This design comes from an exercise in tuning for a short achievable clock period and few clock cycles on the open sky130 flow, not from production work.
Only simulation tests tie the RTL to the original design; equivalence was not proved.
Power figures rest on the tool's default switching activity, not on a simulated workload.

### flow/design.v
`timescale 1ns / 1ps
module ALU (
    input signed [31:0] A, B,
    output [31:0] ALU_o,
    input [3:0] ALUSel
    );
    wire signed [31:0] ADD, SUB, SLL, SLT, SLTU, XOR, SRL, SRA, OR, AND;
    assign ADD  = A + B;
    assign SUB  = A - B;
    assign SLL  = A << B;
    assign SLT  = A < B;
    assign SLTU = A < B;
    assign XOR  = A ^ B;
    assign SRL  = A >> B;
    assign SRA  = A >>> B;
    assign OR   = A | B;
    assign AND  = A & B;
    assign ALU_o =
        (ALUSel == 4'b0000) ? ADD  :
        (ALUSel == 4'b1000) ? SUB  :
        (ALUSel == 4'b0001) ? SLL  :
        (ALUSel == 4'b0010) ? SLT  :
        (ALUSel == 4'b0011) ? SLTU :
        (ALUSel == 4'b0100) ? XOR  :
        (ALUSel == 4'b0101) ? SRL  :
        (ALUSel == 4'b1101) ? SRA  :
        (ALUSel == 4'b0110) ? OR   :
        (ALUSel == 4'b0111) ? AND  : 0;
endmodule
`timescale 1ns / 1ps
module BranchComp (
    output BrEq, BrLT,
    input [31:0] RD1, RD2,
    input BrUn
    );
    wire s_BrLT;
    assign s_BrLT = (RD1[31] > RD2[31]) ? 1 :
                    (RD1[30:0] < RD2[30:0]) ? 1 : 0;
    assign BrEq = (RD1 == RD2);
    assign BrLT = BrUn ? (RD1 < RD2) : s_BrLT;
endmodule
`timescale 1ns / 1ps
module ImmGen(
    input [2:0] ImmSel, 
    input [24:0] inst_Imm,  
    output [31:0] Imm
    );
    wire [31:0] I, B, U, J, S;
    assign I = {{20{inst_Imm[24]}}, inst_Imm[24-:12]};
    assign B = {{19{inst_Imm[24]}}, inst_Imm[24], inst_Imm[0], inst_Imm[23-:6], inst_Imm[4:1], 1'b0};
    assign U = {inst_Imm[24-:20], 12'b0};
    assign J = {{11{inst_Imm[24]}}, inst_Imm[24], inst_Imm[12-:8], inst_Imm[13], inst_Imm[23-:10], 1'b0};
    assign S = {{20{inst_Imm[24]}}, inst_Imm[24-:7], inst_Imm[4:0]};
    assign Imm = (ImmSel == 0) ? I :
                 (ImmSel == 1) ? B :
                 (ImmSel == 2) ? U :
                 (ImmSel == 3) ? J :
                 (ImmSel == 4) ? S : 0;
endmodule
`timescale 1ns / 1ps
module register_file (
    output [31:0] RD1, RD2,
    input [4:0] RR1, RR2, WR,
    input [31:0] WD,
    input RegWrite, clk, reset_p
    );
    reg [31:0] Register_file [1:31];
    assign RD1 = (RR1 == 5'd0) ? 32'd0 : Register_file[RR1];
    assign RD2 = (RR2 == 5'd0) ? 32'd0 : Register_file[RR2];
    integer i;
    always @(posedge clk) begin
        if (reset_p) begin
            for (i = 1; i < 32; i = i + 1) Register_file[i] <= 32'd0;
        end
        else if (RegWrite && WR != 5'd0) begin
            Register_file[WR] <= WD;
        end
    end
endmodule
`timescale 1ns / 1ps
module control_unit (
    input [31:0] instruction,
    input BrEq, BrLT,
    output [3:0] ALUSel,
    output [2:0] ImmSel,  
    output [2:0] WordSizeSel,  
    output [1:0] WBSel, 
    output [1:0] PCSel,
    output BSel, MemRW, BrUn,
    output RegEn
    );
    wire I_cond, B_cond, U_cond, J_cond, S_cond, R_cond;
    wire [8:0] inst_opcode = {instruction[30], instruction[14:12], instruction[6:2]};
    assign I_cond = {inst_opcode[4:3], inst_opcode[1:0]} == 4'b0000;
    assign B_cond = inst_opcode[4:0] == 5'b11000;
    assign U_cond = {inst_opcode[4], inst_opcode[2:0]} == 4'b0101;
    assign J_cond = inst_opcode[4:0] == 5'b11011;
    assign S_cond = inst_opcode[4:0] == 5'b01000;
    assign R_cond = inst_opcode[4:0] == 5'b01100;
    assign ALUSel = inst_opcode[8:5];
    assign ImmSel = (I_cond == 1) ? 0 :
                    (B_cond == 1) ? 1 :
                    (U_cond == 1) ? 2 :
                    (J_cond == 1) ? 3 :
                    (S_cond == 1) ? 4 : 5;
    assign BSel = R_cond;
    assign MemRW = S_cond;
    assign RegEn = ~(S_cond | B_cond);  
    assign WBSel = J_cond ? 2 : ((inst_opcode[4:0] == 5'b00000) ? 0 : 1);
    assign WordSizeSel = inst_opcode[7:5];
    assign BrUn = inst_opcode[6];
    assign PCSel = (inst_opcode[4:0] == 5'b11001) ? 2 :
                   (((B_cond & BrEq & (inst_opcode[7:5] == 3'b000))  |
                     (B_cond & ~BrEq & (inst_opcode[7:5] == 3'b001)) |
                     (B_cond & BrLT & (inst_opcode[7:5] == 3'b100))  |
                     (B_cond & ~BrLT & (inst_opcode[7:5] == 3'b101)) |
                     (B_cond & BrLT & (inst_opcode[7:5] == 3'b110))  |
                     (B_cond & ~BrLT & (inst_opcode[7:5] == 3'b111)) | J_cond) ? 1 : 0);
endmodule
`timescale 1ns / 1ps
module riscV32I (
    input clk, reset_p,
    output [6:0] imem_addr,
    input [31:0] imem_data,
    output [31:0] dmem_addr,
    output [31:0] dmem_wdata,
    output dmem_we,
    input [31:0] dmem_rdata
    );
    function [31:0] cut;
        input [31:0] v;
        input [2:0] f3;
        begin
            case (f3[1:0])
                2'b00: cut = f3[2] ? {24'b0, v[7:0]} : {{24{v[7]}}, v[7:0]};
                2'b01: cut = f3[2] ? {16'b0, v[15:0]} : {{16{v[15]}}, v[15:0]};
                default: cut = v;
            endcase
        end
    endfunction
    reg [6:0]  pc;
    reg [1:0]  bht [0:127];
    reg        d_valid;
    reg [31:0] d_ir;
    reg [6:0]  d_pc;
    reg        d_pred, d_static;
    reg        x_valid, x_wen, x_isL, x_isS, x_isB, x_isJ, x_isJR;
    reg [4:0]  x_rd;
    reg [2:0]  x_f3;
    reg        x_i30;
    reg [31:0] x_a, x_b, x_s;
    reg        x_fa_m, x_fa_w, x_fb_m, x_fb_w, x_fs_m, x_fs_w;
    reg [31:0] x_link;
    reg [6:0]  x_pc1, x_btgt, x_pc;
    reg        x_pred, x_static;
    reg        m_we, m_wen, m_isL;
    reg [4:0]  m_rd;
    reg [2:0]  m_f3;
    reg [31:0] m_addr, m_wdata, m_res;
    reg        w_wen;
    reg [4:0]  w_rd;
    reg [31:0] w_res;
    wire       x_redirect;
    wire [6:0] x_target;
    wire       stall;
    assign imem_addr = pc;
    wire [31:0] fi = imem_data;
    wire f_isB = fi[6:2] == 5'b11000;
    wire f_isJ = fi[6:2] == 5'b11011;
    wire [6:0] f_btgt = {fi[26:25], fi[11:8], 1'b0};
    wire [6:0] f_jtgt = {fi[26:21], 1'b0};
    wire f_never = (fi[14:13] == 2'b01);           
    wire f_static = ~f_never & (f_btgt <= pc);     
    wire f_flip = bht[pc][1];
    wire f_pred = f_isB & ~f_never & (f_static ^ f_flip);
    always @(posedge clk or posedge reset_p) begin
        if (reset_p) pc <= 7'd0;
        else if (x_redirect) pc <= x_target;
        else if (stall) pc <= pc;
        else if (f_isJ) pc <= f_jtgt;
        else if (f_pred) pc <= f_btgt;
        else pc <= pc + 7'd1;
    end
    always @(posedge clk or posedge reset_p) begin
        if (reset_p) d_valid <= 1'b0;
        else if (x_redirect) d_valid <= 1'b0;
        else if (!stall) d_valid <= 1'b1;
    end
    always @(posedge clk) begin
        if (!stall) begin
            d_ir <= fi;
            d_pc <= pc;
            d_pred <= f_pred;
            d_static <= f_static;
        end
    end
    wire [4:0] d_op = d_ir[6:2];
    wire [2:0] d_f3 = d_ir[14:12];
    wire d_isB  = d_op == 5'b11000;
    wire d_isJ  = d_op == 5'b11011;
    wire d_isJR = d_op == 5'b11001;
    wire d_isS  = d_op == 5'b01000;
    wire d_isL  = d_op == 5'b00000;
    wire d_isR  = d_op == 5'b01100;
    wire d_isI  = (d_op[4:3] == 2'b00) && (d_op[1:0] == 2'b00);
    wire d_isU  = ~d_op[4] && (d_op[2:0] == 3'b101);
    wire [4:0] d_rs1 = d_ir[19:15];
    wire [4:0] d_rs2 = d_ir[24:20];
    wire [4:0] d_rd  = d_ir[11:7];
    wire d_wen = ~(d_isS | d_isB) & (d_rd != 5'd0);
    wire [31:0] d_imm =
        d_isI ? {{20{d_ir[31]}}, d_ir[31:20]} :
        d_isB ? {{19{d_ir[31]}}, d_ir[31], d_ir[7], d_ir[30:25], d_ir[11:8], 1'b0} :
        d_isU ? {d_ir[31:12], 12'b0} :
        d_isJ ? {{11{d_ir[31]}}, d_ir[31], d_ir[19:12], d_ir[20], d_ir[30:21], 1'b0} :
        d_isS ? {{20{d_ir[31]}}, d_ir[31:25], d_ir[11:7]} : 32'd0;
    wire [31:0] rf1, rf2;
    register_file REGFILE (.RD1(rf1), .RD2(rf2), .RR1(d_rs1), .RR2(d_rs2), .WR(w_rd),
        .WD(w_res), .RegWrite(w_wen), .clk(clk), .reset_p(reset_p));
    wire [31:0] d_v1 = (w_wen && w_rd == d_rs1) ? w_res : rf1;
    wire [31:0] d_v2 = (w_wen && w_rd == d_rs2) ? w_res : rf2;
    wire d_use1 = ~d_isJ;
    wire d_use2 = d_isR | d_isS | d_isB;
    assign stall = d_valid & x_valid & x_isL & x_wen &
                   ((d_use1 & (x_rd == d_rs1)) | (d_use2 & (x_rd == d_rs2)));
    wire d_hit1_x = x_valid & x_wen & (x_rd == d_rs1);
    wire d_hit1_m = m_wen & (m_rd == d_rs1);
    wire d_hit2_x = x_valid & x_wen & (x_rd == d_rs2);
    wire d_hit2_m = m_wen & (m_rd == d_rs2);
    wire [7:0] d_link8 = {1'b0, d_pc} + 8'd1;
    wire d_go = d_valid & ~stall & ~x_redirect;
    always @(posedge clk or posedge reset_p) begin
        if (reset_p) begin
            x_valid <= 1'b0;
            x_wen <= 1'b0;
            x_isL <= 1'b0; x_isS <= 1'b0; x_isB <= 1'b0; x_isJ <= 1'b0; x_isJR <= 1'b0;
        end else begin
            x_valid <= d_go;
            x_wen <= d_go & d_wen;
            x_isL <= d_go & d_isL;
            x_isS <= d_go & d_isS;
            x_isB <= d_go & d_isB;
            x_isJ <= d_go & d_isJ;
            x_isJR <= d_go & d_isJR;
        end
    end
    always @(posedge clk) begin
        x_rd <= d_rd;
        x_f3 <= d_f3;
        x_i30 <= d_ir[30];
        x_a <= d_v1;
        x_b <= d_isR ? d_v2 : d_imm;
        x_s <= d_v2;
        x_fa_m <= d_hit1_x;
        x_fa_w <= d_hit1_m;
        x_fb_m <= d_isR & d_hit2_x;
        x_fb_w <= d_isR & d_hit2_m;
        x_fs_m <= d_hit2_x;
        x_fs_w <= d_hit2_m;
        x_link <= cut({24'b0, d_link8}, d_f3);
        x_pc1 <= d_pc + 7'd1;
        x_btgt <= d_imm[6:0];
        x_pc <= d_pc;
        x_pred <= d_pred;
        x_static <= d_static;
    end
    wire [31:0] xa = x_fa_m ? m_res : x_fa_w ? w_res : x_a;
    wire [31:0] xb = x_fb_m ? m_res : x_fb_w ? w_res : x_b;
    wire [31:0] xs = x_fs_m ? m_res : x_fs_w ? w_res : x_s;
    wire [3:0] x_sel = {x_i30, x_f3};
    wire [31:0] alu_full;
    ALU ALU_2 (.A(xa), .B(xb), .ALU_o(alu_full), .ALUSel(x_sel));
    wire [7:0]  add8 = xa[7:0] + xb[7:0];
    wire [7:0]  sub8 = xa[7:0] - xb[7:0];
    wire [15:0] sll16 = (|xb[31:4]) ? 16'd0 : (xa[15:0] << xb[3:0]);
    wire [31:0] srl32 = xa >> xb[4:0];
    wire signed [31:0] xa_s = xa;
    wire signed [31:0] xb_s = xb;
    wire [31:0] sra32 = xa_s >>> xb[4:0];
    wire        big = |xb[31:5];
    wire [15:0] srl16 = big ? 16'd0 : srl32[15:0];
    wire [15:0] sra16 = big ? {16{xa[31]}} : sra32[15:0];
    wire        slt = xa_s < xb_s;
    reg  [31:0] x_alu;
    always @* begin
        case (x_sel)
            4'b0000: x_alu = {{24{add8[7]}}, add8};
            4'b1000: x_alu = {{24{sub8[7]}}, sub8};
            4'b0001: x_alu = {{16{sll16[15]}}, sll16};
            4'b0010, 4'b0011: x_alu = {31'd0, slt};
            4'b0100: x_alu = {24'd0, xa[7:0] ^ xb[7:0]};
            4'b0101: x_alu = {16'd0, srl16};
            4'b1101: x_alu = {16'd0, sra16};
            4'b0110: x_alu = xa | xb;
            4'b0111: x_alu = xa & xb;
            default: x_alu = 32'd0;
        endcase
    end
    wire [31:0] x_res = x_isJ ? x_link : x_alu;
    wire br_eq = xa == xs;
    wire br_ltu = xa < xs;
    wire br_lts = (xa[31] & ~xs[31]) | (xa[30:0] < xs[30:0]);
    wire br_lt = x_f3[1] ? br_ltu : br_lts;
    reg  taken;
    always @* begin
        case (x_f3)
            3'b000: taken = br_eq;
            3'b001: taken = ~br_eq;
            3'b100, 3'b110: taken = br_lt;
            3'b101, 3'b111: taken = ~br_lt;
            default: taken = 1'b0;
        endcase
    end
    reg [6:0] jr_tgt;
    always @* begin
        case (x_sel)
            4'b0000, 4'b1000, 4'b0001, 4'b0100, 4'b0101, 4'b1101, 4'b0110: jr_tgt = xa[6:0];
            4'b0010, 4'b0011: jr_tgt = {6'd0, xa[31]};
            default: jr_tgt = 7'd0;
        endcase
    end
    assign x_redirect = x_isJR | (x_isB & (taken ^ x_pred));
    assign x_target = x_isJR ? jr_tgt : (taken ? x_btgt : x_pc1);
    integer k;
    always @(posedge clk) begin
        if (reset_p) begin
            for (k = 0; k < 128; k = k + 1) bht[k] <= 2'd0;
        end else if (x_isB && x_f3[2:1] != 2'b01) begin
            if (taken ^ x_static) begin
                if (bht[x_pc] != 2'd3) bht[x_pc] <= bht[x_pc] + 2'd1;
            end else begin
                if (bht[x_pc] != 2'd0) bht[x_pc] <= bht[x_pc] - 2'd1;
            end
        end
    end
    always @(posedge clk or posedge reset_p) begin
        if (reset_p) begin
            m_we <= 1'b0;
            m_wen <= 1'b0;
            m_isL <= 1'b0;
        end else begin
            m_we <= x_isS;
            m_wen <= x_wen;
            m_isL <= x_isL;
        end
    end
    always @(posedge clk) begin
        m_rd <= x_rd;
        m_f3 <= x_f3;
        m_addr <= alu_full;
        m_wdata <= xs;
        m_res <= x_res;
    end
    assign dmem_addr = m_addr;
    assign dmem_wdata = m_wdata;
    assign dmem_we = m_we;
    always @(posedge clk or posedge reset_p) begin
        if (reset_p) w_wen <= 1'b0;
        else w_wen <= m_wen;
    end
    always @(posedge clk) begin
        w_rd <= m_rd;
        w_res <= m_isL ? cut(dmem_rdata, m_f3) : m_res;
    end
endmodule
### flow/run.sh
#!/bin/bash
# synth_recipe.tcl (not shown) runs the flow's synth.tcl, then flattens the netlist and writes it again
# the make line also repeats each setting of config.mk as NAME=value (left out here)
make -C /OpenROAD-flow-scripts/flow DESIGN_CONFIG=/design/flow/config.mk WORK_HOME=/design/flow/orfs CLKGATE_MAP_FILE= SYNTH_SCRIPT=/design/flow/synth_recipe.tcl finish
### flow/config.mk
export PLATFORM = sky130hd
export DESIGN_NAME = riscV32I
export DESIGN_NICKNAME = riscV32I
export VERILOG_FILES = /design/flow/design.v
export SDC_FILE = /design/flow/constraint.sdc
export NUM_CORES = 4
export LEC_CHECK = 0
export CAP_MARGIN = 20
export CORE_MARGIN = 2
export CORE_UTILIZATION = 40
export SLEW_MARGIN = 20
### flow/constraint.sdc
create_clock -name core_clock -period 11.0 [get_ports {clk}]
set_input_delay 2.2000 -clock core_clock [delete_from_list [all_inputs] [get_ports {clk}]]
set_output_delay 2.2000 -clock core_clock [all_outputs]
set_load 0.01 [all_outputs]
==> flow_summary_export.csv, run 1 <==
group,metric,value,unit
drt,drt_iter0_drc,8667,
global_routing,grt_use_met2,46.5,%
setup_path,startpoint_type,"register",
placed_design,dp.cells,10000,
global_routing,overflow,0,
yosys,synth-seq-cells,1625,
status,status,"timing/DRC/antenna clean",
floorplanning,core,227000,sq um
floorplanning,die_w,481,microns
final_layout,layout.nets,7410,
global_routing,grtUsageMet3,6.02,%
yosys,ys_seq_area_share,50.3,%
clock_network,cts_setup_buffers,0,
clock_network,clkLatencyLatePin,0.87,ns
yosys,synth-edff-count,1319,
floorplanning,start_util,40.1,%
drt,wire_per_inst,33.0,microns
drt,ant_nets,0,
floorplanning,die_y,481,microns
setup_path,critical_path.max_fanout,68,
global_routing,use_met1,37.8,%
yosys,syn_inst,7350,
setup_path,end_kind,"register",
clock_network,clk_pin_slew,0.06,ns
timing,rsz0062_at_grt,"no",
clock_network,cts_tree,"done",
setup_path,crit_required,11.57,ns
yosys,syn_avg_cell_area,12.4,sq um
global_routing,grt_usage,29.2,%
timing,finalSetupViolCount,0,
timing,fmax,0.128,GHz
placed_design,io_buffers,135,
yosys,synth_warnings,2,
clock_network,clkSinkCount,1625,
placed_design,routabilityCongestion,0.996,
clock_network,htreeDepth,4,
power_and_ir_drop,leakage,0.0365,uW
final_layout,layout-drive-gt1-share,18.8,%
global_routing,grt_pass1_wl,482000,microns
drt,drc,0,
setup_path,arrival,8.39,ns
yosys,ys_types,100,
timing,slew_headroom,20.5,%
timing,fin_skew,0.0437,ns
final_layout,syn_to_final_growth,11.3,%
power_and_ir_drop,p_per_area,187,nW/um^2
drt,viasPerCell,6.31,
setup_path,worstSetupPathType,"register to register",
timing,slew_violations,0,
timing,worstMarginPinSlew,1.18,ns
floorplanning,io-pin-count,138,
global_routing,antenna_found_initial,22,
clock_network,numCtsBuffers,174,
timing,fin_crit,7.82,ns
yosys,ys.flop_type,"edfxtp_1",
placed_design,hpwl,222000,microns
clock_network,hold_buffers,0,
yosys,ys_async_sr_fraction,1.17,%
final_layout,finalNonFillerCells,10400,
drt,drtPass1Iterations,12,
floorplanning,die_area,232000,sq um
clock_network,cts_resized,0,
worst_hold_path,hold_class,"register to register",
timing,setup_tns,0,ns
run,cap_viol_max_count,0,
clock_network,clock_tree.root_cell,"clkbuf_16",
global_routing,grt_max_degree,110,
yosys,syn-cell-area,91200,sq um
drt,routed_wl,342000,microns
timing,finalHoldViolCount,0,
global_routing,top_usage_layer,"met2",
drt,vias,65400,
global_routing,grt_pass1_vias,64700,
floorplanning,num_rows,175,
power_and_ir_drop,irDropWorstVdd,381,uV
timing,period_share,71.0,%
clock_network,clock_path_buffers,3,
registers in the layout, summed over array words and instances, names as in the netlist, 5 cells and up, named ones only:
name / flops
x_b: 32
REGFILE.Register_file: 1024
w_res: 32
x_pc: 7
x_pc1: 6
m_res: 32
x_a: 32
m_rd: 5
x_s: 32
x_rd: 5
w_rd: 5
pc: 7
bht: 256
x_btgt: 7
m_addr: 32
d_pc: 7
m_wdata: 32
d_ir: 30
metal layers:
| layer | vias up | share of wire, % |
|---|---|---|
| li1 | 27300 | - |
| met4 | 10 | 5.7 |
| met5 | - | 0.019 |
| met2 | 3897 | 47 |
| met3 | 784 | 10 |
| met1 | 33500 | 38 |
synth_stat cells, drive strengths merged, types with 73 or more instances:
| cell | n | area [sq um] |
|---|---|---|
| ha | 137 | 1710 |
| dfxtp | 287 | 5750 |
| clkbuf | 521 | 1960 |
| mux2i | 311 | 3120 |
| buf | 179 | 817 |
| o21a | 73 | 548 |
| mux4 | 704 | 15900 |
| a21oi | 207 | 1040 |
| nand2 | 517 | 1940 |
| edfxtp | 1319 | 39600 |
| and2 | 1009 | 6310 |
| inv | 153 | 574 |
| mux2 | 88 | 991 |
| nor2 | 544 | 2050 |
| o21ai | 431 | 2160 |
worst max-delay path, stage by stage, from the launching register on:
cell       delay (ns)
dfxtp_1          0.31
buf_4            0.39
mux2i_1          0.16
o21ai_1          0.78
ha_1             0.41
nand4_1          0.35
inv_1            0.10
a221oi_2         0.79
o2111ai_1        0.33
o211a_1          0.30
a211oi_2         0.85
xnor2_1          0.50
mux2i_4          0.64
buf_4            0.77
buf_4            0.62
nor2_1           0.10
path summary, 6_finish.rpt:
path / from / endpoint / slack, ns / cells after the start
min in group asynchronous: reset_p / w_wen / 1.93 / 2
max reg2reg: w_res[29] / bht[113][1] / 3.18 / 15
min reg2reg: d_static / x_static / 0.35 / 0
max in group asynchronous: reset_p / pc[0] / 8.72 / 2
max: w_res[29] / bht[113][1] / 3.18 / 15
min: d_static / x_static / 0.35 / 0
logic make-up (layout without fill, tap and decap cells):
kind of cell             count (synthesis)  after routing  share of synthesized area [%]
flip-flops                            1625           1625                           50.3
AO/OA/AOI/OAI                         1194           1194                           8.35
multiplexers                          1103           1103                           21.9
other                                    1             40                        0.00411
adder cells (fa/ha/maj)                139            139                           1.92
AND/OR/NAND/NOR                       2378           2378                           13.4
buffers and inverters                  859            825                           3.70
XOR/XNOR                                51             51                          0.490
power breakdown:
group          total, uW  internal, uW  leakage [uW]  switching, uW
combinational       5680          1730        0.0176           3950
clock               5790          3210       0.00267           2580
sequential          7470          7060        0.0163            400
total              18900         12000        0.0365           6930
layout make-up:
| cell class | count | area [sq um] |
|---|---|---|
| timing repair buffer | 348 | 3030 |
| clock buffer | 231 | 4710 |
| sequential | 1625 | 45900 |
| fill | 20200 | 126000 |
| antenna | 8 | 20.0 |
| clock inverter | 87 | 783 |
| tap | 3009 | 3760 |
| inverter | 159 | 602 |
| multi-input combinational | 4897 | 42600 |
metrics by stage:
step                utilization, %  setup slack (ns)  hold WS [ns]  power (uW)  instance area [sq um]
floorplan                        -              5.42         0.323       10900                  91300
global placement              42.2              2.93         0.327       13000                  95900
detailed placement            42.2              3.29         0.343       13100                  95900
CTS                           44.7              3.29         0.355       18800                 101000
global route                  44.7              3.12         0.362       19500                 101000
finish                        44.7              3.18         0.349       18900                 101000
layout by cell type, fill, tap and decap left out, types with 88 or more instances in the layout:
master / instances
edfxtp_1: 1319
clkdlybuf4s50_1: 135
dfxtp_1: 268
nor2_1: 508
clkbuf_16: 177
mux2_2: 88
a21oi_1: 206
ha_1: 137
mux2i_1: 310
mux4_2: 703
nand2_1: 516
o21ai_0: 392
and2_1: 1008
buf_4: 207
inv_1: 151
Testbench counts, summed over its fixed seeds: cycles 86,617.
==> inputs of run 2 (changes only) <==
--- a/flow/config.mk
+++ b/flow/config.mk
@@ -5,7 +5,9 @@
 export SDC_FILE = /design/flow/constraint.sdc
 export NUM_CORES = 4
 export LEC_CHECK = 0
+export ABC_CLOCK_PERIOD_IN_PS = 2500
 export CAP_MARGIN = 20
 export CORE_MARGIN = 2
 export CORE_UTILIZATION = 40
+export SETUP_SLACK_MARGIN = 5
 export SLEW_MARGIN = 20
==> flow_summary_export.csv, run 2 <==
group,metric,value,unit
status,status,"timing/DRC/antenna clean",
clock_network,cts_tree,"done",
drt,top_layer_used,"met5",
final_layout,final_common_cell,"edfxtp_1",
drt,wl_met3,34400,microns
worst_hold_path,hold_class,"register to register",
global_routing,grt_max_degree,110,
timing,finalSetupViolCount,0,
yosys,ys_async_sr_fraction,1.17,%
placed_design,routabilityCongestion,0.996,
timing,finalHoldViolCount,0,
drt,drtPass1Iterations,6,
yosys,synth_warnings,2,
final_layout,layout_common_cells,"edfxtp_1 (1319), and2_1 (1008), mux4_2 (703), nand2_1 (516), nor2_1 (508)",
drt,wire_per_inst,33.1,microns
power_and_ir_drop,irDropWorstVdd,389,uV
yosys,syn_inst,7350,
timing,hold-worst-slack,0.352,ns
setup_path,critical_path.max_fanout,32,
timing,fin_crit,5.99,ns
clock_network,htreeDepth,4,
clock_network,clk_pin_slew,0.06,ns
placed_design,dp.cells,10000,
setup_path,startpoint_type,"register",
timing,setup_tns,0,ns
placed_design,hpwl,222000,microns
setup_path,reg2reg_from,"x_fb_w",
final_layout,largest_reg_flops,1024,
setup_path,end_kind,"register",
final_layout,top_register,"REGFILE.Register_file",
timing,period_share,54.4,%
timing,slew_headroom,15.3,%
timing,rsz0062_at_grt,"no",
yosys,yosys-top-cells-area,"edfxtp_1 (43%), mux4_2 (17%), and2_1 (6.9%), dfxtp_1 (6.3%), mux2i_1 (3.4%)",
timing,worstMarginPinSlew,1.26,ns
power_and_ir_drop,p_per_area,189,nW/um^2
yosys,synth_top_area_share,43.4,%
yosys,synth_top_area_cell,"edfxtp_1",
setup_path,crit_chain,"buf_4 > mux2_2 > mux2i_1 > nand4_1 > nor3_2 > nand3_1 > o31ai_1 > o211ai_1 > a32oi_1",
yosys,yosysMostFrequentCell,"edfxtp_1",
yosys,ys.flop_type,"edfxtp_1",
setup_path,worstSetupPathType,"register to register",
power_and_ir_drop,leakage,0.0366,uW
worst_hold_path,hold_start,"d_static",
yosys,synth-seq-cells,1625,
yosys,synth-edff-count,1319,
clock_network,hold_buffers,0,
final_layout,top_regs,"REGFILE.Register_file x1024, bht x256",
global_routing,grt_pass1_wl,483000,microns
final_layout,finalNonFillerCells,10400,
timing,slew_violations,0,
yosys,syn-cell-area,91200,sq um
final_layout,syn_to_final_growth,11.5,%
global_routing,grt_pass1_vias,64700,
drt,drc,0,
floorplanning,io-pin-count,138,
yosys,ys_types,100,
placed_design,placed_area,95900,sq um
clock_network,clkSinkCount,1625,
clock_network,clock_tree.root_cell,"clkbuf_16",
drt,wl_met2,159000,microns
setup_path,critPathBufInv,1,
global_routing,overflow,0,
floorplanning,core,227000,sq um
yosys,syn_avg_cell_area,12.4,sq um
drt,wl_met1,129000,microns
final_layout,layout-drive-gt1-share,19.0,%
drt,routed_wl,343000,microns
setup_path,arrival,6.73,ns
floorplanning,die_area,232000,sq um
clock_network,clkLatencyLatePin,0.87,ns
timing,fmax,0.167,GHz
final_layout,finalInstanceArea,102000,sq um
drt,viasPerCell,6.31,
drt,drt_iter0_drc,9026,
placed_design,io_buffers,135,
run,cap_viol_max_count,0,
clock_network,numCtsBuffers,174,
floorplanning,num_rows,175,
floorplanning,start_util,40.1,%
final_layout,num-fill-cells,20200,
setup_path,cp_slowest_stage_delay,1.23,ns
yosys,ys_seq_area_share,50.3,%
drt,ant_nets,0,
floorplanning,die_w,481,microns
final_layout,layout.nets,7417,
setup_path,crit_slowest_cell,"o31ai_1",
global_routing,antenna_found_initial,19,
setup_path,crit_required,11.74,ns
clock_network,clock_path_buffers,3,
timing,fin_skew,0.0424,ns
drt,vias,65500,
timing,finalWorstSetupSlack,5.01,ns
yosys,ys_top_cells_by_count,"edfxtp_1 (1319), and2_1 (1008), mux4_2 (703)",
global_routing,grt_usage,29.2,%
placed_design,post-place-ws,3.29,ns
floorplanning,die_y,481,microns
setup_path,crit_path_start,"x_fb_w",
setup_path,path_delay_family,"simple AND/OR/NAND/NOR gates",
run 2: cell counts after synthesis:
Identical to the previous run, type by type.
run 2: per-stage QoR:
step                      total power [uW]  utilization, %
after CTS                            19000            44.7
after detailed placement             13100            42.2
after global routing                 19700            44.8
final                                19200            44.8
after floorplan                      10900               -
after global placement               13000            42.2
run 2: cells by family after synthesis:
kind of cell | Yosys count | synth area share, %
compound gates | 1194 | 8.35
xor+xnor | 51 | 0.490
fa+ha+maj | 139 | 1.92
buf+inv | 859 | 3.70
flops | 1625 | 50.3
mux | 1103 | 21.9
other cells | 1 | 0.00411
simple gates | 2378 | 13.4
run 2: worst paths after layout:
check                             endpoint  depth (start not counted)  slack (ns)
worst min register to register    x_static                          0        0.35
worst min-delay path              x_static                          0        0.35
worst max-delay path            m_addr[14]                          9        5.01
min in group asynchronous            w_wen                          2        1.95
max in group asynchronous            pc[0]                          2        8.69
worst max register to register  m_addr[14]                          9        5.01
run 2: report_power, final:
part | internal [uW] | switching, uW | leakage (uW)
clock network | 3210 | 2580 | 0.00267
registers | 7060 | 402 | 0.0163
logic | 1830 | 4080 | 0.0176
run 2: cell type report:
class	count	area [sq um]	share of cell area, %
flip-flops and latches	1625	45900	45.1
multi-input cells	4899	42800	42.1
diodes	8	20.0	0.0197
clock buffers	231	4710	4.64
clock inverters	87	783	0.770
repair buffers	353	3140	3.09
well taps	3009	3760	3.70
inverters	159	606	0.596
run 2: worst register-to-register path, stage by stage (launching register included):
cell and delay [ns]:
dfxtp_1 0.31, buf_4 0.44, mux2_2 0.41, mux2i_1 0.44, nand4_1 0.29, nor3_2 0.98
nand3_1 1.09, o31ai_1 1.24, o211ai_1 0.36, a32oi_1 0.33
run 2: timing repair:
| item | 4_1_cts | 5_1_grt |
|---|---|---|
| pin swaps | 2 | 2 |
| resized for setup | 20 | 14 |
| buffers inserted | 3 | 2 |
| gates cloned | 2 | 1 |
| endpoints found under the setup margin | 512 | 299 |
run 2: metal layers:
metal,track usage [%],vias to the layer above
li1,-,27300
met1,38.0,33400
met2,46.6,3932
met3,5.87,829
met4,14.8,8
met5,0,-
==> inputs of run 3 (changes only) <==
--- a/flow/design.v
+++ b/flow/design.v
@@ -140,10 +140,8 @@
     endfunction
     reg [6:0]  pc;
     reg [1:0]  bht [0:127];
-    reg        d_valid;
-    reg [31:0] d_ir;
-    reg [6:0]  d_pc;
-    reg        d_pred, d_static;
+    reg        u_valid, u_inc;
+    reg [6:0]  u_pc;
     reg        x_valid, x_wen, x_isL, x_isS, x_isB, x_isJ, x_isJR;
     reg [4:0]  x_rd;
     reg [2:0]  x_f3;
@@ -162,107 +160,91 @@
     reg [31:0] w_res;
     wire       x_redirect;
     wire [6:0] x_target;
-    wire       stall;
     assign imem_addr = pc;
     wire [31:0] fi = imem_data;
-    wire f_isB = fi[6:2] == 5'b11000;
-    wire f_isJ = fi[6:2] == 5'b11011;
+    wire [4:0] f_op = fi[6:2];
+    wire [2:0] f_f3 = fi[14:12];
+    wire f_isB  = f_op == 5'b11000;
+    wire f_isJ  = f_op == 5'b11011;
+    wire f_isJR = f_op == 5'b11001;
+    wire f_isS  = f_op == 5'b01000;
+    wire f_isL  = f_op == 5'b00000;
+    wire f_isR  = f_op == 5'b01100;
+    wire f_isI  = (f_op[4:3] == 2'b00) && (f_op[1:0] == 2'b00);
+    wire f_isU  = ~f_op[4] && (f_op[2:0] == 3'b101);
+    wire [4:0] f_rs1 = fi[19:15];
+    wire [4:0] f_rs2 = fi[24:20];
+    wire [4:0] f_rd  = fi[11:7];
+    wire f_wen = ~(f_isS | f_isB) & (f_rd != 5'd0);
+    wire [31:0] f_imm =
+        f_isI ? {{20{fi[31]}}, fi[31:20]} :
+        f_isB ? {{19{fi[31]}}, fi[31], fi[7], fi[30:25], fi[11:8], 1'b0} :
+        f_isU ? {fi[31:12], 12'b0} :
+        f_isJ ? {{11{fi[31]}}, fi[31], fi[19:12], fi[20], fi[30:21], 1'b0} :
+        f_isS ? {{20{fi[31]}}, fi[31:25], fi[11:7]} : 32'd0;
     wire [6:0] f_btgt = {fi[26:25], fi[11:8], 1'b0};
     wire [6:0] f_jtgt = {fi[26:21], 1'b0};
     wire f_never = (fi[14:13] == 2'b01);           
     wire f_static = ~f_never & (f_btgt <= pc);     
     wire f_flip = bht[pc][1];
     wire f_pred = f_isB & ~f_never & (f_static ^ f_flip);
+    wire [31:0] rf1, rf2;
+    register_file REGFILE (.RD1(rf1), .RD2(rf2), .RR1(f_rs1), .RR2(f_rs2), .WR(w_rd),
+        .WD(w_res), .RegWrite(w_wen), .clk(clk), .reset_p(reset_p));
+    wire [31:0] f_v1 = (w_wen && w_rd == f_rs1) ? w_res : rf1;
+    wire [31:0] f_v2 = (w_wen && w_rd == f_rs2) ? w_res : rf2;
+    wire f_use1 = ~f_isJ;
+    wire f_use2 = f_isR | f_isS | f_isB;
+    wire stall = x_isL & x_wen &
+                 ((f_use1 & (x_rd == f_rs1)) | (f_use2 & (x_rd == f_rs2)));
+    wire f_hit1_x = x_wen & (x_rd == f_rs1);
+    wire f_hit1_m = m_wen & (m_rd == f_rs1);
+    wire f_hit2_x = x_wen & (x_rd == f_rs2);
+    wire f_hit2_m = m_wen & (m_rd == f_rs2);
+    wire [7:0] f_link8 = {1'b0, pc} + 8'd1;
+    wire f_go = ~stall & ~x_redirect;
     always @(posedge clk or posedge reset_p) begin
         if (reset_p) pc <= 7'd0;
         else if (x_redirect) pc <= x_target;
         else if (stall) pc <= pc;
         else if (f_isJ) pc <= f_jtgt;
         else if (f_pred) pc <= f_btgt;
-        else pc <= pc + 7'd1;
+        else pc <= f_link8[6:0];
     end
     always @(posedge clk or posedge reset_p) begin
-        if (reset_p) d_valid <= 1'b0;
-        else if (x_redirect) d_valid <= 1'b0;
-        else if (!stall) d_valid <= 1'b1;
-    end
-    always @(posedge clk) begin
-        if (!stall) begin
-            d_ir <= fi;
-            d_pc <= pc;
-            d_pred <= f_pred;
-            d_static <= f_static;
-        end
-    end
-    wire [4:0] d_op = d_ir[6:2];
-    wire [2:0] d_f3 = d_ir[14:12];
-    wire d_isB  = d_op == 5'b11000;
-    wire d_isJ  = d_op == 5'b11011;
-    wire d_isJR = d_op == 5'b11001;
-    wire d_isS  = d_op == 5'b01000;
-    wire d_isL  = d_op == 5'b00000;
-    wire d_isR  = d_op == 5'b01100;
-    wire d_isI  = (d_op[4:3] == 2'b00) && (d_op[1:0] == 2'b00);
-    wire d_isU  = ~d_op[4] && (d_op[2:0] == 3'b101);
-    wire [4:0] d_rs1 = d_ir[19:15];
-    wire [4:0] d_rs2 = d_ir[24:20];
-    wire [4:0] d_rd  = d_ir[11:7];
-    wire d_wen = ~(d_isS | d_isB) & (d_rd != 5'd0);
-    wire [31:0] d_imm =
-        d_isI ? {{20{d_ir[31]}}, d_ir[31:20]} :
-        d_isB ? {{19{d_ir[31]}}, d_ir[31], d_ir[7], d_ir[30:25], d_ir[11:8], 1'b0} :
-        d_isU ? {d_ir[31:12], 12'b0} :
-        d_isJ ? {{11{d_ir[31]}}, d_ir[31], d_ir[19:12], d_ir[20], d_ir[30:21], 1'b0} :
-        d_isS ? {{20{d_ir[31]}}, d_ir[31:25], d_ir[11:7]} : 32'd0;
-    wire [31:0] rf1, rf2;
-    register_file REGFILE (.RD1(rf1), .RD2(rf2), .RR1(d_rs1), .RR2(d_rs2), .WR(w_rd),
-        .WD(w_res), .RegWrite(w_wen), .clk(clk), .reset_p(reset_p));
-    wire [31:0] d_v1 = (w_wen && w_rd == d_rs1) ? w_res : rf1;
-    wire [31:0] d_v2 = (w_wen && w_rd == d_rs2) ? w_res : rf2;
-    wire d_use1 = ~d_isJ;
-    wire d_use2 = d_isR | d_isS | d_isB;
-    assign stall = d_valid & x_valid & x_isL & x_wen &
-                   ((d_use1 & (x_rd == d_rs1)) | (d_use2 & (x_rd == d_rs2)));
-    wire d_hit1_x = x_valid & x_wen & (x_rd == d_rs1);
-    wire d_hit1_m = m_wen & (m_rd == d_rs1);
-    wire d_hit2_x = x_valid & x_wen & (x_rd == d_rs2);
-    wire d_hit2_m = m_wen & (m_rd == d_rs2);
-    wire [7:0] d_link8 = {1'b0, d_pc} + 8'd1;
-    wire d_go = d_valid & ~stall & ~x_redirect;
-    always @(posedge clk or posedge reset_p) begin
         if (reset_p) begin
             x_valid <= 1'b0;
             x_wen <= 1'b0;
             x_isL <= 1'b0; x_isS <= 1'b0; x_isB <= 1'b0; x_isJ <= 1'b0; x_isJR <= 1'b0;
         end else begin
-            x_valid <= d_go;
-            x_wen <= d_go & d_wen;
-            x_isL <= d_go & d_isL;
-            x_isS <= d_go & d_isS;
-            x_isB <= d_go & d_isB;
-            x_isJ <= d_go & d_isJ;
-            x_isJR <= d_go & d_isJR;
+            x_valid <= f_go;
+            x_wen <= f_go & f_wen;
+            x_isL <= f_go & f_isL;
+            x_isS <= f_go & f_isS;
+            x_isB <= f_go & f_isB;
+            x_isJ <= f_go & f_isJ;
+            x_isJR <= f_go & f_isJR;
         end
     end
     always @(posedge clk) begin
-        x_rd <= d_rd;
-        x_f3 <= d_f3;
-        x_i30 <= d_ir[30];
-        x_a <= d_v1;
-        x_b <= d_isR ? d_v2 : d_imm;
-        x_s <= d_v2;
-        x_fa_m <= d_hit1_x;
-        x_fa_w <= d_hit1_m;
-        x_fb_m <= d_isR & d_hit2_x;
-        x_fb_w <= d_isR & d_hit2_m;
-        x_fs_m <= d_hit2_x;
-        x_fs_w <= d_hit2_m;
-        x_link <= cut({24'b0, d_link8}, d_f3);
-        x_pc1 <= d_pc + 7'd1;
-        x_btgt <= d_imm[6:0];
-        x_pc <= d_pc;
-        x_pred <= d_pred;
-        x_static <= d_static;
+        x_rd <= f_rd;
+        x_f3 <= f_f3;
+        x_i30 <= fi[30];
+        x_a <= f_v1;
+        x_b <= f_isR ? f_v2 : f_imm;
+        x_s <= f_v2;
+        x_fa_m <= f_hit1_x;
+        x_fa_w <= f_hit1_m;
+        x_fb_m <= f_isR & f_hit2_x;
+        x_fb_w <= f_isR & f_hit2_m;
+        x_fs_m <= f_hit2_x;
+        x_fs_w <= f_hit2_m;
+        x_link <= cut({24'b0, f_link8}, f_f3);
+        x_pc1 <= f_link8[6:0];
+        x_btgt <= f_btgt;
+        x_pc <= pc;
+        x_pred <= f_pred;
+        x_static <= f_static;
     end
     wire [31:0] xa = x_fa_m ? m_res : x_fa_w ? w_res : x_a;
     wire [31:0] xb = x_fb_m ? m_res : x_fb_w ? w_res : x_b;
@@ -270,12 +252,12 @@
     wire [3:0] x_sel = {x_i30, x_f3};
     wire [31:0] alu_full;
     ALU ALU_2 (.A(xa), .B(xb), .ALU_o(alu_full), .ALUSel(x_sel));
+    wire signed [31:0] xa_s = xa;
+    wire signed [31:0] xb_s = xb;
     wire [7:0]  add8 = xa[7:0] + xb[7:0];
     wire [7:0]  sub8 = xa[7:0] - xb[7:0];
     wire [15:0] sll16 = (|xb[31:4]) ? 16'd0 : (xa[15:0] << xb[3:0]);
     wire [31:0] srl32 = xa >> xb[4:0];
-    wire signed [31:0] xa_s = xa;
-    wire signed [31:0] xb_s = xb;
     wire [31:0] sra32 = xa_s >>> xb[4:0];
     wire        big = |xb[31:5];
     wire [15:0] srl16 = big ? 16'd0 : srl32[15:0];
@@ -321,15 +303,23 @@
     end
     assign x_redirect = x_isJR | (x_isB & (taken ^ x_pred));
     assign x_target = x_isJR ? jr_tgt : (taken ? x_btgt : x_pc1);
+    always @(posedge clk or posedge reset_p) begin
+        if (reset_p) u_valid <= 1'b0;
+        else u_valid <= x_isB & (x_f3[2:1] != 2'b01);
+    end
+    always @(posedge clk) begin
+        u_inc <= taken ^ x_static;
+        u_pc <= x_pc;
+    end
     integer k;
     always @(posedge clk) begin
         if (reset_p) begin
             for (k = 0; k < 128; k = k + 1) bht[k] <= 2'd0;
-        end else if (x_isB && x_f3[2:1] != 2'b01) begin
-            if (taken ^ x_static) begin
-                if (bht[x_pc] != 2'd3) bht[x_pc] <= bht[x_pc] + 2'd1;
+        end else if (u_valid) begin
+            if (u_inc) begin
+                if (bht[u_pc] != 2'd3) bht[u_pc] <= bht[u_pc] + 2'd1;
             end else begin
-                if (bht[x_pc] != 2'd0) bht[x_pc] <= bht[x_pc] - 2'd1;
+                if (bht[u_pc] != 2'd0) bht[u_pc] <= bht[u_pc] - 2'd1;
             end
         end
     end
==> flow_summary_export.csv, run 3 <==
group,metric,value,unit
clock_network,clkLatencyLatePin,0.86,ns
setup_path,critical_path.max_fanout,47,
final_layout,layout.nets,7397,
setup_path,crit_required,11.70,ns
global_routing,grt_pass1_vias,64000,
yosys,ys_seq_area_share,49.4,%
setup_path,worstReg2RegEnd,"m_res[0]",
power_and_ir_drop,irDropWorstVdd,393,uV
clock_network,numCtsBuffers,175,
placed_design,dp.cells,10000,
drt,ant_nets,0,
final_layout,post-route-util,44.7,%
floorplanning,io-pin-count,138,
final_layout,largest_reg_flops,1024,
timing,slew_headroom,11.7,%
timing,finalHoldViolCount,0,
clock_network,clk_pin_slew,0.06,ns
yosys,yosys-top-cells-area,"edfxtp_1 (43%), mux4_2 (16%), and2_1 (7.0%), dfxtp_1 (6.2%), mux2i_1 (3.5%)",
yosys,ys_async_sr_fraction,1.14,%
drt,drt_iter0_drc,8721,
yosys,synth_top_area_share,42.7,%
global_routing,grt_usage,28.0,%
timing,finalSetupViolCount,0,
timing,worstMarginPinSlew,1.31,ns
setup_path,reg2regPathDepth,19,
worst_hold_path,hold_class,"register to register",
floorplanning,core,224000,sq um
drt,viasPerCell,6.25,
yosys,ys_types,92,
timing,fmax,0.165,GHz
setup_path,crit_path_start,"x_fb_w",
clock_network,clock_path_buffers,3,
drt,top_layer_used,"met5",
timing,hold-worst-slack,0.325,ns
drt,drtPass1Iterations,6,
yosys,ys_top_cells_by_count,"edfxtp_1 (1280), and2_1 (1009), mux4_2 (649)",
floorplanning,die_w,478,microns
clock_network,clkSinkCount,1578,
yosys,synthMuxAreaShare,21.3,%
floorplanning,start_util,40.2,%
floorplanning,die_y,478,microns
final_layout,syn_to_final_growth,11.3,%
yosys,synthAdderAreaFrac,1.93,%
drt,wl_met2,153000,microns
power_and_ir_drop,power,18000,uW
yosys,syn_inst,7376,
power_and_ir_drop,leakage,0.0360,uW
drt,wl_met3,31600,microns
yosys,synth_top_family_by_area,"multiplexers",
timing,period_share,55.1,%
yosys,synth-edff-count,1280,
setup_path,reg2reg_from,"x_fb_w",
final_layout,layout_common_cells,"edfxtp_1 (1280), and2_1 (1010), mux4_2 (649), nor2_1 (407), nand2_1 (376)",
placed_design,routabilityCongestion,1.01,
global_routing,overflow,0,
global_routing,grt_max_degree,99,
final_layout,top_register,"REGFILE.Register_file",
drt,wire_per_inst,31.6,microns
yosys,yosysMostFrequentCell,"edfxtp_1",
clock_network,hold_buffers,0,
clock_network,clock_tree.root_cell,"clkbuf_16",
final_layout,top_regs,"REGFILE.Register_file x1024, bht x256",
yosys,synth_xor_area_share,0.438,%
final_layout,final_common_cell,"edfxtp_1",
power_and_ir_drop,p_per_area,179,nW/um^2
timing,rsz0062_at_grt,"no",
yosys,syn_avg_cell_area,12.2,sq um
setup_path,startpoint_type,"register",
final_layout,num-fill-cells,20300,
timing,slew_violations,0,
status,status,"timing/DRC/antenna clean",
timing,fin_skew,0.0537,ns
final_layout,finalNonFillerCells,10300,
global_routing,antenna_found_initial,24,
yosys,synth_warnings,2,
run,cap_viol_max_count,0,
yosys,syn-cell-area,90100,sq um
drt,vias,64600,
yosys,synth-seq-cells,1578,
final_layout,layout-drive-gt1-share,19.3,%
drt,routed_wl,326000,microns
timing,fin_crit,6.06,ns
timing,setup_tns,0,ns
yosys,yosys.area_share.simple,13.9,%
clock_network,htreeDepth,4,
placed_design,io_buffers,135,
yosys,synth_compound_area_share,9.05,%
setup_path,worstSetupEndpoint,"m_res[0]",
clock_network,cts_tree,"done",
setup_path,arrival,6.77,ns
placed_design,hpwl,214000,microns
yosys,ys.flop_type,"edfxtp_1",
floorplanning,die_area,229000,sq um
setup_path,reg2reg_slack,4.94,ns
drt,wl_met1,129000,microns
floorplanning,num_rows,174,
yosys,synth_top_area_cell,"edfxtp_1",
drt,drc,0,
setup_path,end_kind,"register",
setup_path,worstSetupPathType,"register to register",
global_routing,grt_pass1_wl,466000,microns
run 3: cell types whose count changed after synthesis, moves of 40 or more:
cell,before,now
buf_1,95,135
mux4_2,703,649
nand2_1,516,376
nor2_1,543,439
nor2b_1,26,68
nor3_1,64,164
o21ai_0,424,376
run 3: stage by stage:
| step | instance area [sq um] | worst slack (ns) |
|---|---|---|
| 4_1_cts | 100000 | 4.99 |
| 2_1_floorplan | 90200 | 5.41 |
| 6_report | 100000 | 4.94 |
| 3_5_place_dp | 94600 | 4.66 |
| 3_3_place_gp | 94600 | 4.70 |
| 5_1_grt | 100000 | 5.04 |
run 3: logic make-up after synthesis:
group / Yosys count
muxes: 1092
and+or+nand+nor: 2349
DFF: 1578
adders and majority gates: 138
AOI/OAI and AO/OA: 1266
other: 1
buffers and inverters: 907
xor gates and xnor gates: 45
run 3: report_power, final:
| part | total, uW | switching [uW] | internal, uW |
|---|---|---|---|
| logic | 5200 | 3460 | 1740 |
| registers | 7130 | 282 | 6840 |
| clock network | 5660 | 2510 | 3150 |
run 3: routing by layer:
metal	vias up	global-route usage, %
met1	32900	38.0
met3	624	5.39
met4	10	10.1
met2	3665	44.9
met5	-	0
li1	27400	-
run 3: worst min-delay path by stage:
stage | cells past startpoint | end | slack (ns) | startpoint
final | 0 | u_pc[2] | 0.33 | x_pc[2]
after global routing | 0 | u_pc[6] | 0.34 | x_pc[6]
after CTS | 0 | u_pc[2] | 0.33 | x_pc[2]
after detailed placement | 0 | u_pc[6] | 0.31 | x_pc[6]
after global placement | 0 | u_pc[4] | 0.31 | x_pc[4]
after floorplan | 0 | u_pc[0] | 0.31 | x_pc[0]
run 3: final cells by class:
type / instances / area (sq um) / area share [%]
inverter: 157 / 598 / 0.597
antenna: 8 / 20.0 / 0.0200
clock buffer: 219 / 4620 / 4.61
tap: 2992 / 3740 / 3.73
timing repair buffer: 359 / 3160 / 3.16
multi-input combinational: 4922 / 42800 / 42.7
clock inverter: 93 / 828 / 0.826
sequential: 1578 / 44500 / 44.4
run 3: worst max-delay path: stages, from the launching register on:
cell,delay (ns)
dfxtp_1,0.32
buf_6,0.32
mux2i_1,0.33
o21a_2,0.16
clkbuf_8,0.41
inv_2,0.16
ha_1,0.23
inv_1,0.08
fa_1,0.20
nor2b_1,0.20
o21ai_0,0.27
a31oi_1,0.58
a311oi_1,0.28
a21oi_1,0.52
and3_1,0.27
a211oi_1,0.06
buf_4,0.16
o311ai_0,0.32
o211ai_1,0.53
a221o_1,0.49
run 3: repair_timing:
item                                    CTS  global route
gates resized for setup                   5            14
endpoints found under the setup margin  163           140
buffers inserted                          1             0
Testbench counts of run 3, summed over its fixed seeds: cycles 85,006.

## separate check: timing with driven ports
No port has a modelled driver above. Below, the same layouts with a new extraction and two added sets of constraints.
Step 1 assumes that a clkbuf_16 drives the clock port and a buf_2 every other input.
Step 2 times the ports against the registers' clock, not the clock port: input delays grow and output delays shrink by t, the midpoint of the rising clock arrivals with the driver on.
Slacks: ideal ports / drivers / drivers and shift; pairs: ideal ports / drivers.
| run | shift t [ns] | setup WS [ns] | worst setup path after step 2 | clock arrival spread, ns |
|---|---|---|---|---|
| run 1 | 0.941 | 3.185 / 3.185 / 3.185 | register to register | 0.045 / 0.044 |
| run 2 | 0.940 | 5.014 / 5.014 / 4.969 | input to register | 0.043 / 0.043 |
| run 3 | 0.899 | 4.936 / 4.936 / 4.721 | input to register | 0.084 / 0.085 |
After both steps every run listed still meets setup and hold. The setup slack of run 3, which loses most, moves by 0.000 ns with the drivers and by -0.215 ns with both steps.
